This is an optimization exercise on Yosys and OpenROAD, whose aim is small area and a short achievable clock period, not a production implementation.
At most, simulation tests tie the RTL to the original design; equivalence was not proved.
Power figures rest on the tool's default switching activity, not on a simulated workload.

==> job 7916 <==
==> flow/design.v (excerpt) <==
module multiplier #(parameter N = 32) (
    input logic CLK, EN_mult, EN_blockRead, rst_n,
    input logic [15:0] mult_input0,
    input logic [15:0] mult_input1,
    input logic [N - 1:0] readMem_val,
    output logic RDY_mult, EN_readMem, EN_writeMem, VALID_memVal,
    output logic [N - 1:0] writeMem_val, memVal_data,
    output logic [5:0] writeMem_addr, readMem_addr
    );
clock: 3.6 ns
lec_check: 0
cap_margin: 20
core_margin: 2
core_utilization: 40
setup_slack_margin: 1.5
slew_margin: 20
synth_hierarchical: 1
synth_minimum_keep_size: 0
run.sh (not shown) runs the stock make flow with config.mk's settings and CLKGATE_MAP_FILE= SYNTH_SCRIPT=/design/flow/synth_recipe.tcl, a recipe that flattens the netlist after the stock synthesis.
==> job 1686: changes against job 7916 <==
SETUP_SLACK_MARGIN = default   (was 1.5)
==> job 1404: changes against job 7916 <==
SETUP_SLACK_MARGIN = 1.0   (was 1.5)
==> job 7774: changes against job 7916 <==
SETUP_SLACK_MARGIN = 2.0   (was 1.5)
==> summary.txt <==
Status: job 1686 complete, no violations; job 7916 complete, no violations; job 1404 complete, no violations; job 7774 complete, no violations
Switching Fraction: job 1686 33.8%; job 7916 34.2%; job 1404 33.8%; job 7774 34.0%
DRT met1 WL: job 1686 15.2 mm; job 7916 15.2 mm; job 1404 15.2 mm; job 7774 15.9 mm
Net switching power of the design: job 1686 0.00437 W; job 7916 0.00460 W; job 1404 0.00437 W; job 7774 0.00503 W
Met3 track demand over resource in global routing: job 1686 2.92%; job 7916 3.02%; job 1404 2.92%; job 7774 3.82%
Seq/total area: job 1686 36.4%; job 7916 35.3%; job 1404 36.4%; job 7774 32.6%
Length of routed met2 wiring: job 1686 14.9 mm; job 7916 14.8 mm; job 1404 14.9 mm; job 7774 15.8 mm
1st-iter DRT viols: job 1686 335; job 7916 397; job 1404 367; job 7774 353
Largest fanout of any net on the critical path: job 1686 9; job 7916 5; job 1404 6; job 7774 4
Max Clock Skew: job 1686 0.0137 ns; job 7916 0.00938 ns; job 1404 0.0139 ns; job 7774 0.0142 ns
Global placer's final weighted congestion: job 1686 0.888; job 7916 0.882; job 1404 0.888; job 7774 0.849
Worst Tran Pin Value: job 1686 0.765 ns; job 7916 0.762 ns; job 1404 0.783 ns; job 7774 0.726 ns
Achievable frequency: job 1686 362 MHz; job 7916 472 MHz; job 1404 389 MHz; job 7774 476 MHz
Final std cells w/o fill: job 1686 1726; job 7916 1742; job 1404 1726; job 7774 1811
Critical path startpoint: job 1686 mult_input1[14]; job 7916 s1_836; job 1404 mult_input0[0]; job 7774 s1_835
Multi-input logic portion of the cell area: job 1686 46.7%; job 7916 47.0%; job 1404 46.8%; job 7774 47.4%
Area of all placed cells without fillers: job 1686 16700 sq um; job 7916 17300 sq um; job 1404 16700 sq um; job 7774 19000 sq um
Buffers outside the clock class: job 1686 112; job 7916 127; job 1404 112; job 7774 196
Reg-to-Reg Start: job 1686 s1_835; job 7916 s1_836; job 1404 s1_835; job 7774 s1_835
Function was not checked in any run of this note: the RTL went through the layout flow alone.

---

==> exp/cedar <==
multiplier, a different RTL version from the one above (not shown whole).
## multiplier
module multiplier #(parameter N = 32) (
    input logic CLK, EN_mult, EN_blockRead, rst_n,
    input logic [15:0] mult_input0,
    input logic [15:0] mult_input1,
    input logic [N - 1:0] readMem_val,
    output logic RDY_mult, EN_readMem, EN_writeMem, VALID_memVal,
    output logic [N - 1:0] writeMem_val, memVal_data,
    output logic [5:0] writeMem_addr, readMem_addr
    );
Settings: LEC_CHECK=0, CAP_MARGIN=20, CORE_MARGIN=2, CORE_UTILIZATION=65, CTS_CLUSTER_DIAMETER=65, CTS_CLUSTER_SIZE=30, SETUP_SLACK_MARGIN=1.9, SLEW_MARGIN=20, SYNTH_HIERARCHICAL=1, SYNTH_MINIMUM_KEEP_SIZE=0; clock period 3.6 ns.
==> inputs of exp/willow, as changes to exp/cedar <==
CORE_UTILIZATION = 55   (was 65)
CTS_CLUSTER_DIAMETER = 75   (was 65)
CTS_CLUSTER_SIZE = 25   (was 30)
==> inputs of exp/juniper, as changes to exp/cedar <==
CTS_CLUSTER_DIAMETER = 75   (was 65)
CTS_CLUSTER_SIZE = 25   (was 30)
SETUP_SLACK_MARGIN = 1.85   (was 1.9)
==> inputs of exp/indigo, as changes to exp/cedar <==
CTS_CLUSTER_DIAMETER = 60   (was 65)
CTS_CLUSTER_SIZE = default   (was 30)
==> notes <==
exp/willow went through all stages and came out clean. exp/indigo went through all stages and came out clean. exp/cedar went through all stages and came out clean. exp/juniper completed without violations. Area after synthesis is the same in exp/juniper and exp/cedar. Design area: exp/willow is larger than exp/juniper (about 4%). Hold slack, lowest first: exp/indigo, exp/willow, exp/juniper, exp/cedar. Non-clock buffer count, lowest first: exp/juniper, exp/cedar, exp/indigo, exp/willow. The highest routed wire length belongs to exp/willow, the lowest to exp/cedar. Via count, highest first: exp/indigo, exp/cedar, exp/juniper, exp/willow. Final cell count, highest first: exp/willow, exp/indigo, exp/cedar, exp/juniper.

---

==> run a: inputs <==
multiplier, a different RTL version from the one above (not shown whole).
## multiplier
module multiplier #(parameter N = 32) (
    input logic CLK, EN_mult, EN_blockRead, rst_n,
    input logic [15:0] mult_input0,
    input logic [15:0] mult_input1,
    input logic [N - 1:0] readMem_val,
    output logic RDY_mult, EN_readMem, EN_writeMem, VALID_memVal,
    output logic [N - 1:0] writeMem_val, memVal_data,
    output logic [5:0] writeMem_addr, readMem_addr
    );
clock: 3.6 ns
lec_check: 0
cap_margin: 20
core_margin: 2
core_utilization: 75
setup_slack_margin: 1.8
slew_margin: 20
synth_hierarchical: 1
synth_minimum_keep_size: 0
==> inputs of run b, as changes to run a <==
==> flow/flow/run.sh (new file) <==
#!/bin/bash
# The standard layout, with OpenROAD's power recovery after global routing
# (downsizes gates on paths that have slack to spare).
bash standard.sh RECOVER_POWER=100 finish > standard.log 2>&1
==> flow/standard.sh (new file) <==
#!/bin/bash
# synth_recipe.tcl (not shown) runs the flow's synth.tcl, then flattens the netlist and writes it again
# the make line also repeats each setting of config.mk as NAME=value (left out here)
make -C /OpenROAD-flow-scripts/flow DESIGN_CONFIG=/design/flow/config.mk WORK_HOME=/design/flow/orfs CLKGATE_MAP_FILE= SYNTH_SCRIPT=/design/flow/synth_recipe.tcl "${@:-finish}"
--- a/flow/config.mk
+++ b/flow/config.mk
@@ -8,6 +8,6 @@
 export CAP_MARGIN = 20
 export CORE_MARGIN = 2
-export CORE_UTILIZATION = 75
-export SETUP_SLACK_MARGIN = 1.8
+export CORE_UTILIZATION = 65
+export SETUP_SLACK_MARGIN = 1.85
 export SLEW_MARGIN = 20
 export SYNTH_HIERARCHICAL = 1
removed: flow/run.sh
==> inputs of run c, as changes to run a <==
--- a/flow/config.mk
+++ b/flow/config.mk
@@ -8,6 +8,7 @@
 export CAP_MARGIN = 20
 export CORE_MARGIN = 2
-export CORE_UTILIZATION = 75
-export SETUP_SLACK_MARGIN = 1.8
+export CORE_UTILIZATION = 65
+export CTS_CLUSTER_SIZE = 32
+export SETUP_SLACK_MARGIN = 1.85
 export SLEW_MARGIN = 20
 export SYNTH_HIERARCHICAL = 1
==> inputs of run d, as changes to run a <==
--- a/flow/config.mk
+++ b/flow/config.mk
@@ -8,6 +8,7 @@
 export CAP_MARGIN = 20
 export CORE_MARGIN = 2
-export CORE_UTILIZATION = 75
-export SETUP_SLACK_MARGIN = 1.8
+export CORE_UTILIZATION = 65
+export PLACE_DENSITY = 0.75
+export SETUP_SLACK_MARGIN = 1.85
 export SLEW_MARGIN = 20
 export SYNTH_HIERARCHICAL = 1
==> comparison table <==
| quantity | run d | run c | run a | run b |
|---|---|---|---|---|
| Count of placed standard cells in the final layout, fillers left out | 1,611 | 1,602 | 1,580 | 1,602 |
| Global-route wire length before repair | 51.5 mm | 50.6 mm | 58.0 mm | 50.6 mm |
| Routed wirelength normalized by instance count | 20.5 um | 20.2 um | 24.1 um | 20.3 um |
| WL met3 | 1.96 mm | 2.22 mm | 3.31 mm | 2.19 mm |
| Clock group total power | 3.36 mW | 3.56 mW | 3.46 mW | 3.57 mW |
| Hold path startpoint | s1_748$_DFF_P_ | s1_823$_DFF_P_ | s1_754$_DFF_P_ | s1_823$_DFF_P_ |
| Share of the clock period used by the worst path | 48.6% | 48.4% | 50.8% | 66.9% |
| R2R depth | 9 | 7 | 9 | 9 |
| # fillers | 1,440 | 1,521 | 900 | 1,609 |
| Clock Power Share | 25.6% | 26.9% | 25.7% | 27.3% |
| Number of buffers created by CTS | 31 | 34 | 30 | 34 |
| Wire length on met2 | 15.7 mm | 15.0 mm | 18.6 mm | 15.1 mm |
| Worst EP arrival | 2.17 ns | 2.12 ns | 2.32 ns | 2.83 ns |
| Total buffers and inverters traversed by the critical path | 1 | 2 | 1 | 3 |
| Met1 Track Usage GR | 39.4% | 40.3% | 46.8% | 40.3% |
| Status | complete, no violations | complete, no violations | complete, no violations | complete, no violations |

## separate check: timing with driven ports
The flow's constraints put no driver on any port. The routed layouts listed below were extracted and timed again, unchanged, in two steps.
Step 1: set_driving_cell puts a clkbuf_16 on CLK and a buf_2 on each other input, an assumption about the parent block.
Step 2 moves the port delays by t, midway between the first and last clock arrival at a register: inputs arrive t later, outputs are due t later. That takes back most of the time a late clock gives input paths.
Three values: no drivers, after step 1, after step 2; two values: the first two.
| run | shift t [ns] | setup WS [ns] | clock arrival spread, ns | worst register clock-pin slew, ns | pins driven straight from the clock port |
|---|---|---|---|---|---|
| job 7916 | 0.564 | 1.480 / 1.480 / 0.950 | 0.013 / 0.013 | 0.06 / 0.06 | 1 |
| job 1686 | 0.548 | 0.837 / 0.855 / 0.306 | 0.018 / 0.019 | 0.06 / 0.06 | 1 |
| job 1404 | 0.548 | 1.030 / 1.050 / 0.502 | 0.018 / 0.018 | 0.06 / 0.06 | 1 |
| job 7774 | 0.566 | 1.498 / 1.498 / 0.954 | 0.017 / 0.017 | 0.06 / 0.06 | 1 |
| exp/cedar | 0.562 | 1.880 / 1.833 / 1.330 | 0.028 / 0.028 | 0.10 / 0.10 | 1 |
| exp/willow | 0.552 | 1.871 / 1.840 / 1.321 | 0.020 / 0.020 | 0.10 / 0.10 | 1 |
| exp/juniper | 0.552 | 1.832 / 1.841 / 1.307 | 0.018 / 0.018 | 0.10 / 0.10 | 1 |
| exp/indigo | 0.616 | 1.852 / 1.803 / 1.315 | 0.024 / 0.024 | 0.07 / 0.07 | 1 |
| run a | 0.598 | 1.770 / 1.776 / 1.198 | 0.018 / 0.018 | 0.07 / 0.07 | 1 |
| run b | 0.544 | 1.192 / 1.192 / 0.843 | 0.011 / 0.010 | 0.06 / 0.06 | 1 |
| run c | 0.544 | 1.859 / 1.830 / 1.334 | 0.011 / 0.011 | 0.06 / 0.06 | 1 |
| run d | 0.593 | 1.849 / 1.816 / 1.283 | 0.019 / 0.019 | 0.07 / 0.07 | 1 |
After both steps every run listed still meets setup and hold. The setup slack of run a, which loses most, moves by +0.006 ns with the drivers and by -0.572 ns with both steps.
